What follows belongs to an exercise in optimizing a design on an open flow for small area and a short achievable clock period; a production flow would make more cautious choices.
RTL that was checked went through simulation tests only; none was proved equivalent to the original.

## cordic
module cordic # (parameter DATA_WIDTH = 16) (
    input                       clk,
    input                       rst_n,
    input                       start,
    input  [2:0]                mode,
    input  [3:0]                shift,
    input  [DATA_WIDTH*2 - 1 : 0] opa,
    input  [DATA_WIDTH*2 - 1 : 0] opb,
    output logic [DATA_WIDTH*2 - 1 : 0] data_o
);
Size in the first run: roughly 470 flip-flops, about 110 I/O pins.
clock: 13.0 ns
lec_check: 0
cap_margin: 5
core_margin: 2
core_utilization: 40
place_density: 0.6
slew_margin: 5
synth_hierarchical: 1
synth_minimum_keep_size: 1000
standard.sh (not shown) runs the stock make flow with config.mk's settings and CLKGATE_MAP_FILE= SYNTH_SCRIPT=/design/flow/synth_recipe.tcl, a recipe that flattens the netlist after the stock synthesis.
==> flow/flow/run.sh <==
#!/bin/bash
# Layout with the standard flow (standard synthesis, floorplan, placement, CTS, routing);
# the only change is a larger setup margin for the resizer's repair_timing, so that it keeps
# improving the slowest paths past the point where they just meet the clock period.
set -euo pipefail
bash standard.sh SETUP_SLACK_MARGIN=6.25 finish > standard_flow.log 2>&1
Change:
--- a/flow/flow/run.sh
+++ b/flow/flow/run.sh
@@ -4,3 +4,3 @@
 # improving the slowest paths past the point where they just meet the clock period.
 set -euo pipefail
-bash standard.sh SETUP_SLACK_MARGIN=6.25 finish > standard_flow.log 2>&1
+bash standard.sh SETUP_SLACK_MARGIN=6 finish > standard_flow.log 2>&1
Settings changed: CAP_MARGIN 5 to 20, SLEW_MARGIN 5 to 20.
Outcome: The new run finished clean. Fmax goes down by a few percent. Synthesized cell count stays the same. Area after synthesis stays the same. Hold slack is about the same. Worst setup slack is worse by 0.17 ns. Via count goes down slightly.

========
== raven ==
cordic, a different RTL version from the one above (not shown whole).
For scale: roughly 110 I/O pins, about 77000 sq um of cells after synthesis.
==> flow/config.mk <==
export PLATFORM = sky130hd
export DESIGN_NAME = cordic
export DESIGN_NICKNAME = cordic
export VERILOG_FILES = /design/flow/design.v
export SDC_FILE = /design/flow/constraint.sdc
export NUM_CORES = 4
export LEC_CHECK = 0
export CAP_MARGIN = 20
export CORE_MARGIN = 2
export CORE_UTILIZATION = 40
export PLACE_DENSITY = 0.6
export SLEW_MARGIN = 20
export SYNTH_HIERARCHICAL = 1
export SYNTH_MINIMUM_KEEP_SIZE = 1000
==> flow/constraint.sdc <==
create_clock -name core_clock -period 13.0 [get_ports {clk}]
set_input_delay 2.6000 -clock core_clock [delete_from_list [all_inputs] [get_ports {clk}]]
set_output_delay 2.6000 -clock core_clock [all_outputs]
set_load 0.01 [all_outputs]
==> flow/flow/run.sh <==
#!/bin/bash
# Layout with the standard flow (standard synthesis, floorplan, placement, CTS, routing);
# the only change is a larger setup margin for the resizer's repair_timing, so that it keeps
# improving the slowest paths past the point where they just meet the clock period.
set -euo pipefail
bash standard.sh SETUP_SLACK_MARGIN=6.5 finish > standard_flow.log 2>&1
The following lists how quartz was set up differently from raven:
--- a/flow/flow/run.sh
+++ b/flow/flow/run.sh
@@ -5,2 +5,2 @@
 set -euo pipefail
-bash standard.sh SETUP_SLACK_MARGIN=6.5 finish > standard_flow.log 2>&1
+bash standard.sh SETUP_SLACK_MARGIN=5.5 finish > standard_flow.log 2>&1
==> comparison <==
Status: worst-case hold slack parity (quartz, raven). Compared with raven, in quartz routed wire length shrank by about 8%; multi-input gate share of total cell area grew by 2.3 points; final area shrank by 8.0%. Relative to raven, the final clock period utilization by the worst path of quartz is higher by 5.5 points.
Here is what was changed in the inputs of pepper compared with quartz.
Settings: swapping 20 for 5 in CAP_MARGIN; swapping 20 for 5 in SLEW_MARGIN.
--- a/flow/flow/run.sh
+++ b/flow/flow/run.sh
@@ -5,2 +5,2 @@
 set -euo pipefail
-bash standard.sh SETUP_SLACK_MARGIN=5.5 finish > standard_flow.log 2>&1
+bash standard.sh SETUP_SLACK_MARGIN=6 finish > standard_flow.log 2>&1
Findings:
Between pepper and quartz, it is pepper whose final cell count is higher, by about 1.1%. Of pepper and quartz, it is pepper that has the higher wire length reported by the detailed router. Of pepper and quartz, it is pepper that has the lower final period demand of the worst path. The worst slack after detailed placement of pepper exceeds that of quartz by 0.045 ns. Summary of pepper over quartz: net count reported at finish saw an increase, least setup slack across all paths after layout saw an increase, global-route wire length before repair saw an increase, non-clock inverter count in the final layout saw little to no change, detailed placement HPWL saw an increase.
--- input diff pepper..zinc ---
Settings: CORE_UTILIZATION changed from 40 to 50; CAP_MARGIN changed from 5 to 20; PLACE_DENSITY changed from 0.6 to 0.7; SLEW_MARGIN changed from 5 to 20.
==> notes.md <==
On clock distribution area overhead in the final layout, zinc tracks pepper almost exactly.
zinc reports a higher time the worst path needs with I/O delays and setup than pepper does.
zinc and pepper ended up with nearly the same fmax.
### zinc -> nickel
Settings: CORE_UTILIZATION changed from 50 to 40; PLACE_DENSITY changed from 0.7 to 0.6.
[summary]
Largest stage delay on the critical path across nickel and zinc: no real change. Per the comparison of nickel with zinc, multi-input logic portion of the cell area moved down; area growth from synthesis to layout moved up; clock network latency to the later pin of the worst-skew pair moved up; final cell count moved up. In nickel, maximum net fanout on the critical path is higher than in zinc.
Function was not checked in any run of this note: the RTL went through the layout flow alone.

========
cordic, a different RTL version from the one above (not shown whole).
For scale: roughly 9000 cells after synthesis, about 470 flip-flops, roughly 110 I/O pins, roughly 0.078 mm2 of cells after synthesis.
Settings: LEC_CHECK=0, CAP_MARGIN=20, CORE_MARGIN=2, CORE_UTILIZATION=40, PLACE_DENSITY=0.6, SETUP_SLACK_MARGIN=5, SLEW_MARGIN=20, SYNTH_HIERARCHICAL=1; clock period 13.0 ns.
run.sh (not shown) runs the stock make flow with config.mk's settings and CLKGATE_MAP_FILE= SYNTH_SCRIPT=/design/flow/synth_recipe.tcl, a recipe that flattens the netlist after the stock synthesis.
Stock flow here: none of the scripts above is used.
The baseline went through all stages and came out clean.
Then changed:
==> flow/flow/run.sh (new file) <==
#!/bin/bash
# Layout with the standard flow (standard synthesis, floorplan, placement, CTS, routing);
# the only change is a larger setup margin for the resizer's repair_timing, so that it keeps
# improving the slowest paths past the point where they just meet the clock period.
set -euo pipefail
bash standard.sh SETUP_SLACK_MARGIN=6 finish > standard_flow.log 2>&1
==> flow/standard.sh (new file) <==
#!/bin/bash
# synth_recipe.tcl (not shown) runs the flow's synth.tcl, then flattens the netlist and writes it again
# the make line also repeats each setting of config.mk as NAME=value (left out here)
make -C /OpenROAD-flow-scripts/flow DESIGN_CONFIG=/design/flow/config.mk WORK_HOME=/design/flow/orfs CLKGATE_MAP_FILE= SYNTH_SCRIPT=/design/flow/synth_recipe.tcl "${@:-finish}"
- SETUP_SLACK_MARGIN: 5 -> not set
removed: flow/run.sh
Effect:
- critical path depth goes up by 1
- maximum frequency goes up by 11%
- core utilization goes up by 1.2 points
- sequential share of layout area goes down by 0.46 points

========
cordic again, from the RTL that the note above started with.
==> flow/config.mk <==
export PLATFORM = sky130hd
export DESIGN_NAME = cordic
export DESIGN_NICKNAME = cordic
export VERILOG_FILES = /design/flow/design.v
export SDC_FILE = /design/flow/constraint.sdc
export NUM_CORES = 4
export LEC_CHECK = 0
export CAP_MARGIN = 20
export CORE_MARGIN = 2
export CORE_UTILIZATION = 40
export PLACE_DENSITY = 0.6
export SLEW_MARGIN = 20
==> flow/constraint.sdc <==
create_clock -name core_clock -period 13.0 [get_ports {clk}]
set_input_delay 2.6000 -clock core_clock [delete_from_list [all_inputs] [get_ports {clk}]]
set_output_delay 2.6000 -clock core_clock [all_outputs]
set_load 0.01 [all_outputs]
standard.sh (not shown) runs the stock make flow with config.mk's settings and CLKGATE_MAP_FILE= SYNTH_SCRIPT=/design/flow/synth_recipe.tcl, a recipe that flattens the netlist after the stock synthesis.
==> flow/flow/run.sh <==
#!/bin/bash
# Layout with the standard flow (standard synthesis, floorplan, placement, CTS, routing);
# the only change is a larger setup margin for the resizer's repair_timing, so that it keeps
# improving the slowest paths past the point where they just meet the clock period.
set -euo pipefail
bash standard.sh SETUP_SLACK_MARGIN=6 finish > standard_flow.log 2>&1
Then changed:
==> flow/run.sh (new file) <==
#!/bin/bash
# synth_recipe.tcl (not shown) runs the flow's synth.tcl, then flattens the netlist and writes it again
# the make line also repeats each setting of config.mk as NAME=value (left out here)
make -C /OpenROAD-flow-scripts/flow DESIGN_CONFIG=/design/flow/config.mk WORK_HOME=/design/flow/orfs CLKGATE_MAP_FILE= SYNTH_SCRIPT=/design/flow/synth_recipe.tcl finish
Settings changed: CORE_UTILIZATION 40 to 60, PLACE_DENSITY 0.6 to 0.8, SETUP_SLACK_MARGIN set to 5, SYNTH_HIERARCHICAL set to 1.
removed: flow/flow/run.sh
removed: flow/standard.sh
Effect:
- The changed run completed without violations
- hold slack barely changes
- final area goes down by 2.7%
- synthesized area goes up by 6.1%

-- afterwards: timing with drivers on the ports --
The flow's constraints put no driver on any port. The routed layouts listed below were extracted and timed again, unchanged, in two steps. Step 1, drivers: a clkbuf_16 drives clk and a buf_2 each remaining input, both assumed. Step 2 adds t to the input delays and takes it off the output delays; t is the mean of the earliest and latest rising clock arrival at the registers after step 1. Input paths then give back, and output paths get back, about the clock's delay inside the block. a / b / c = no drivers / after step 1 / after step 2; a / b = the first two.
| run | shift t [ns] | slack for setup (ns) | hold slack, ns | worst slew at a driven data input, ns |
|---|---|---|---|---|
| the first run of note 1 | 0.762 | 6.340 / 6.299 / 6.132 | 0.417 / 0.417 / 0.417 | 0.06 |
| the second run of note 1 | 0.772 | 6.171 / 6.115 / 6.098 | 0.416 / 0.416 / 0.416 | 0.06 |
| raven | 0.766 | 6.410 / 6.410 / 6.152 | 0.417 / 0.417 / 0.417 | 0.06 |
| quartz | 0.774 | 5.695 / 5.611 / 5.813 | 0.417 / 0.417 / 0.417 | 0.07 |
| pepper | 0.769 | 6.102 / 6.019 / 6.180 | 0.418 / 0.418 / 0.418 | 0.08 |
| zinc | 0.736 | 6.094 / 6.086 / 6.081 | 0.416 / 0.416 / 0.416 | 0.06 |
| nickel | 0.773 | 6.150 / 6.105 / 6.146 | 0.416 / 0.416 / 0.416 | 0.08 |
| the first run of note 3 | 0.766 | 5.365 / 5.289 / 5.365 | 0.415 / 0.415 / 0.415 | 0.06 |
| the second run of note 3 | 0.774 | 6.093 / 6.093 / 5.871 | 0.392 / 0.392 / 0.392 | 0.09 |
| the first run of note 4 | 0.762 | 5.741 / 5.741 / 5.496 | 0.417 / 0.417 / 0.417 | 0.05 |
| the second run of note 4 | 0.773 | 5.299 / 5.299 / 5.299 | 0.419 / 0.419 / 0.419 | 0.06 |
After both steps every run listed still meets setup and hold. For raven, which loses most, drivers alone change the setup slack by 0.000 ns; drivers and shift together by -0.258 ns.
